Source: an optimization exercise on an open RTL-to-GDS flow (aim: small area). Production flows keep margins and buffers that such runs may drop. In this exercise RTL edits were held to simulation tests only and were not proved equivalent to the original. No driver is modelled on the clock port, so clocking that relies on it looks cheaper here than on a real chip.

== job 3320 ==
// hearing_aid_processor
module hearing_aid_processor (
    input  wire                 clk,
    input  wire                 rst_n,
    input  wire signed [15:0]   audio_in,
    input  wire                 audio_valid,
    output wire signed [15:0]   audio_out,
    output wire                 audio_ready
);
Settings: LEC_CHECK=0, CAP_MARGIN=20, CORE_MARGIN=2, CORE_UTILIZATION=40, SLEW_MARGIN=20; clock period 40.0 ns.
run.sh (not shown) runs the stock make flow with config.mk's settings and CLKGATE_MAP_FILE= SYNTH_SCRIPT=/design/flow/synth_recipe.tcl, a recipe that flattens the netlist after the stock synthesis.
diff inputs: job 3320 => job 6662
- setting CTS_BUF_LIST to sky130_fd_sc_hd__clkbuf_8 for the first time
Notes after the runs:
- From job 3320 to job 6662 the numbers moved as follows: post-CTS setup-driven buffer insertion count shows no meaningful change, sequential share of layout area level, final instance area shows no meaningful change, final net count climbed 1.5%.
- Sort job 6662 and job 3320 by relative area change from synthesis to final layout asc -> top: job 6662
For job 3833, these inputs were changed with respect to job 6662:
- CTS_BUF_LIST changed from sky130_fd_sc_hd__clkbuf_8 to sky130_fd_sc_hd__clkbuf_4
==> comparison <==
Job 3833 ran to completion and came out clean on the timing, design-rule and antenna checks. Re inverter count of the layout excluding clock inverters: no difference whatsoever between job 6662 and job 3833. Compared with job 6662, in job 3833 share of flip-flops with an asynchronous set or reset after synthesis level, H-tree level count rose by 1, fraction of final layout cells with drive strength greater than 1 saw an increase, cell area essentially unchanged, share of the clock period used by the worst path now sits lower.

== job 101 ==
Another version of the RTL of hearing_aid_processor (not shown whole).
Size: roughly 610 flip-flops, about 36 I/O pins, about 21000 um2 of cells after synthesis.
==> flow/design.v (excerpt) <==
module hearing_aid_processor (
    input  wire                 clk,
    input  wire                 rst_n,
    input  wire signed [15:0]   audio_in,
    input  wire                 audio_valid,
    output wire signed [15:0]   audio_out,
    output wire                 audio_ready
);
export LEC_CHECK = 0
export CAP_MARGIN = 20
export CORE_MARGIN = 2
export CORE_UTILIZATION = 40
export SLEW_MARGIN = 20
create_clock -name core_clock -period 40.0 [get_ports {clk}]
standard.sh (not shown) runs the stock make flow with config.mk's settings and CLKGATE_MAP_FILE= SYNTH_SCRIPT=/design/flow/synth_recipe.tcl, a recipe that flattens the netlist after the stock synthesis.
==> flow/flow/run.sh <==
#!/bin/bash
# Own layout flow: the standard flow (standard.sh, which runs ORFS from
# synthesis to the final layout and writes out/final.def), with two changes:
#  - the port buffers use the smallest buffer cell;
#  - the clock tree uses larger sink clusters and no dummy loads.
# ORFS writes each step's full log under orfs/logs; make's own output goes to
# flow.log in this folder.
set -euo pipefail
export BUFFER_PORTS_ARGS="-buffer_cell sky130_fd_sc_hd__buf_1"
export CTS_ARGS="-sink_clustering_enable -repair_clock_nets -sink_clustering_size 35 -sink_clustering_max_diameter 90 -dont_use_dummy_load"
bash standard.sh > flow.log 2>&1
No stage failed in job 101, and the final checks on the layout all came back clean.
#### Input delta (job 102 over job 101)
diff --git a/flow/flow/run.sh b/flow/flow/run.sh
--- a/flow/flow/run.sh
+++ b/flow/flow/run.sh
@@ -9,3 +9,3 @@
 export BUFFER_PORTS_ARGS="-buffer_cell sky130_fd_sc_hd__buf_1"
-export CTS_ARGS="-sink_clustering_enable -repair_clock_nets -sink_clustering_size 35 -sink_clustering_max_diameter 90 -dont_use_dummy_load"
+export CTS_ARGS="-sink_clustering_enable -repair_clock_nets -sink_clustering_size 25 -sink_clustering_max_diameter 100 -dont_use_dummy_load"
 bash standard.sh > flow.log 2>&1
Job 102 finished every stage and its layout cleared the timing, design-rule and antenna checks.
Reported for job 101 and job 102, inverter count of the layout excluding clock inverters turned out identical to the last digit.
Between job 101 and job 102, the worst path setup slack after routing is higher for job 101.
Compared job 101 against job 102; maximum frequency within noise.
~same final cell count in job 101 and job 102
Clock-pin slew on the worst setup and hold paths: job 101 and job 102 compared, lower one is job 102
Diff job 101..job 102 | top-level port count | unchanged
Between job 101 and job 102, the difference in routed wire length is negligible.
The inputs of job 103 differ from those of job 102 as listed below.
Settings: putting CTS_CLUSTER_DIAMETER at 100 where nothing was set; putting CTS_CLUSTER_SIZE at 25 where nothing was set.
==> flow/run.sh (new file) <==
#!/bin/bash
# synth_recipe.tcl (not shown) runs the flow's synth.tcl, then flattens the netlist and writes it again
# the make line also repeats each setting of config.mk as NAME=value (left out here)
make -C /OpenROAD-flow-scripts/flow DESIGN_CONFIG=/design/flow/config.mk WORK_HOME=/design/flow/orfs CLKGATE_MAP_FILE= SYNTH_SCRIPT=/design/flow/synth_recipe.tcl finish
removed: flow/flow/run.sh
removed: flow/standard.sh
### Flow results
- Job 103 vs. job 102: total routing usage reported by global routing now larger; placed cell area climbed about 1%.
- Cmp job 103 vs job 102: vias after detailed routing higher in job 103
- Against job 102 as the reference, job 103 delivers a lower flip-flop and latch share of the layout cell area.
- Diff job 102 -> job 103 | wire length | up by a few percent
- Of job 103 and job 102, job 103 shows the higher minimum period implied by the final worst setup slack, with job 102 below it.
- Share of final layout cell area taken by clock buffers and inverters, job 103 and job 102, lower one = job 102.
- Job 102 → job 103: hold slack moved down; final area increased by 300 um2 relative to the old numbers.
diff inputs: job 103 => job 104
Settings: a deleted CTS_CLUSTER_DIAMETER that had been 100; a deleted CTS_CLUSTER_SIZE that had been 25.
==> flow/flow/run.sh (new file) <==
#!/bin/bash
# Own layout flow: the standard flow (standard.sh, which runs ORFS from
# synthesis to the final layout and writes out/final.def), with two changes:
#  - the port buffers use the smallest buffer cell;
#  - the clock tree uses larger sink clusters and no dummy loads.
# ORFS writes each step's full log under orfs/logs; make's own output goes to
# flow.log in this folder.
set -euo pipefail
export BUFFER_PORTS_ARGS="-buffer_cell sky130_fd_sc_hd__buf_1"
export CTS_ARGS="-sink_clustering_enable -repair_clock_nets -sink_clustering_size 30 -sink_clustering_max_diameter 100 -dont_use_dummy_load"
bash standard.sh > flow.log 2>&1
==> flow/standard.sh (new file) <==
#!/bin/bash
# synth_recipe.tcl (not shown) runs the flow's synth.tcl, then flattens the netlist and writes it again
# the make line also repeats each setting of config.mk as NAME=value (left out here)
make -C /OpenROAD-flow-scripts/flow DESIGN_CONFIG=/design/flow/config.mk WORK_HOME=/design/flow/orfs CLKGATE_MAP_FILE= SYNTH_SCRIPT=/design/flow/synth_recipe.tcl "${@:-finish}"
removed: flow/run.sh
==> comparison <==
- The final layouts of job 104 and job 103 pass the timing, design-rule and antenna checks.
- Job 104 vs. job 103: number of nets in the finished design did not really move; wire length of the first global-routing pass went down.
- In job 104, fraction of area in registers is higher than in job 103.
- Sort job 104 and job 103 by global routing usage summed across all routing layers, ascending, and job 104 comes first.
- Between job 104 and job 103, cell count is higher for job 103, job 104 comes in under that.
- When job 104 is measured against job 103, its final cycle utilization of the critical path turns out 1.3 points lower.
- As far as number of instances in the synthesized netlist goes, job 104 and job 103 are indistinguishable; the numbers are identical.
--- input diff job 104..job 105 ---
diff --git a/flow/flow/run.sh b/flow/flow/run.sh
--- a/flow/flow/run.sh
+++ b/flow/flow/run.sh
@@ -9,3 +9,3 @@
 export BUFFER_PORTS_ARGS="-buffer_cell sky130_fd_sc_hd__buf_1"
-export CTS_ARGS="-sink_clustering_enable -repair_clock_nets -sink_clustering_size 30 -sink_clustering_max_diameter 100 -dont_use_dummy_load"
+export CTS_ARGS="-sink_clustering_enable -repair_clock_nets -sink_clustering_size 40 -sink_clustering_max_diameter 70 -dont_use_dummy_load"
 bash standard.sh > flow.log 2>&1
Results
- Looking at register-to-register setup slack across both flows, job 105 is the weaker of the two, with job 104 ahead.
- As far as data required time at the worst endpoint is concerned, job 105 and job 104 perform about the same.
- Comparing job 104 against job 105, there is no change at all in multi-input logic area.
- Looking at job 104 and job 105, the count of filler cells inserted in the layout is a wash.
- There was hardly any difference in average wire per cell in the routed design between job 104 and job 105.
- | total detailed-routing wirelength | job 105 vs job 104 | worse |
- Job 104 -> job 105: delay contributed by the slowest stage of the critical path flat
- The final worst-path cycle share was comparable across job 104 and job 105.

Another version of the RTL of hearing_aid_processor (not shown whole).
For scale: roughly 1500 cells after synthesis, roughly 620 flip-flops, about 36 I/O pins, roughly 0.022 mm^2 of cells after synthesis.
Settings: LEC_CHECK=0, CAP_MARGIN=20, CORE_MARGIN=2, CORE_UTILIZATION=40, SLEW_MARGIN=20; clock period 40.0 ns.
run.sh (not shown) runs the stock make flow with config.mk's settings and CLKGATE_MAP_FILE= SYNTH_SCRIPT=/design/flow/synth_recipe.tcl, a recipe that flattens the netlist after the stock synthesis.
Stock flow here: none of the scripts above is used.
The starting point produced a clean layout.
Rerun with:
CTS_CLUSTER_DIAMETER = 100   (was unset)
CTS_CLUSTER_SIZE = 25   (was unset)
Outcome: The changed run completed without violations; routed wire length drops by 2.6%; setup slack improves by 0.043 ns; die area stays the same; final cell count drops by about 2.8%; count of clock-buffer cells in the layout drops by 54; non-clock buffer count stays the same; synthesized area does not change; clock skew drops by 0.017 ns.

## re-timing with driven ports
No port has a modelled driver above. Below, the same layouts with a new extraction and two added sets of constraints.
Step 1 assumes that a clkbuf_16 drives the clock port and a buf_2 every other input.
Step 2 moves the port delays by t, midway between the first and last clock arrival at a register: inputs arrive t later, outputs are due t later. That takes back most of the time a late clock gives input paths.
Slacks: ideal ports / drivers / drivers and shift; pairs: ideal ports / drivers.
run | t (ns) | slack for setup (ns) | latest minus earliest clock arrival (ns) | worst slew at a driven data input, ns
job 3320 | 0.679 | 18.846 / 18.874 / 18.195 | 0.058 / 0.058 | 0.04
job 6662 | 0.724 | 18.910 / 18.937 / 18.213 | 0.072 / 0.072 | 0.04
job 3833 | 0.980 | 19.148 / 19.173 / 18.194 | 0.087 / 0.087 | 0.04
job 101 | 0.609 | 13.444 / 13.418 / 12.808 | 0.081 / 0.081 | 0.08
job 102 | 0.625 | 13.432 / 13.408 / 12.783 | 0.046 / 0.046 | 0.08
job 103 | 0.629 | 12.908 / 12.877 / 12.248 | 0.044 / 0.044 | 0.08
job 104 | 0.615 | 13.430 / 13.406 / 12.791 | 0.048 / 0.048 | 0.08
job 105 | 0.621 | 13.401 / 13.375 / 12.753 | 0.093 / 0.093 | 0.08
the first run of note 3 | 0.673 | 20.255 / 20.255 / 20.255 | 0.035 / 0.035 | 0.06
the second run of note 3 | 0.659 | 20.298 / 20.298 / 20.298 | 0.022 / 0.022 | 0.07
After both steps every run listed still meets setup and hold. The setup slack of job 3833, which loses most, moves by +0.025 ns with the drivers and by -0.954 ns with both steps.
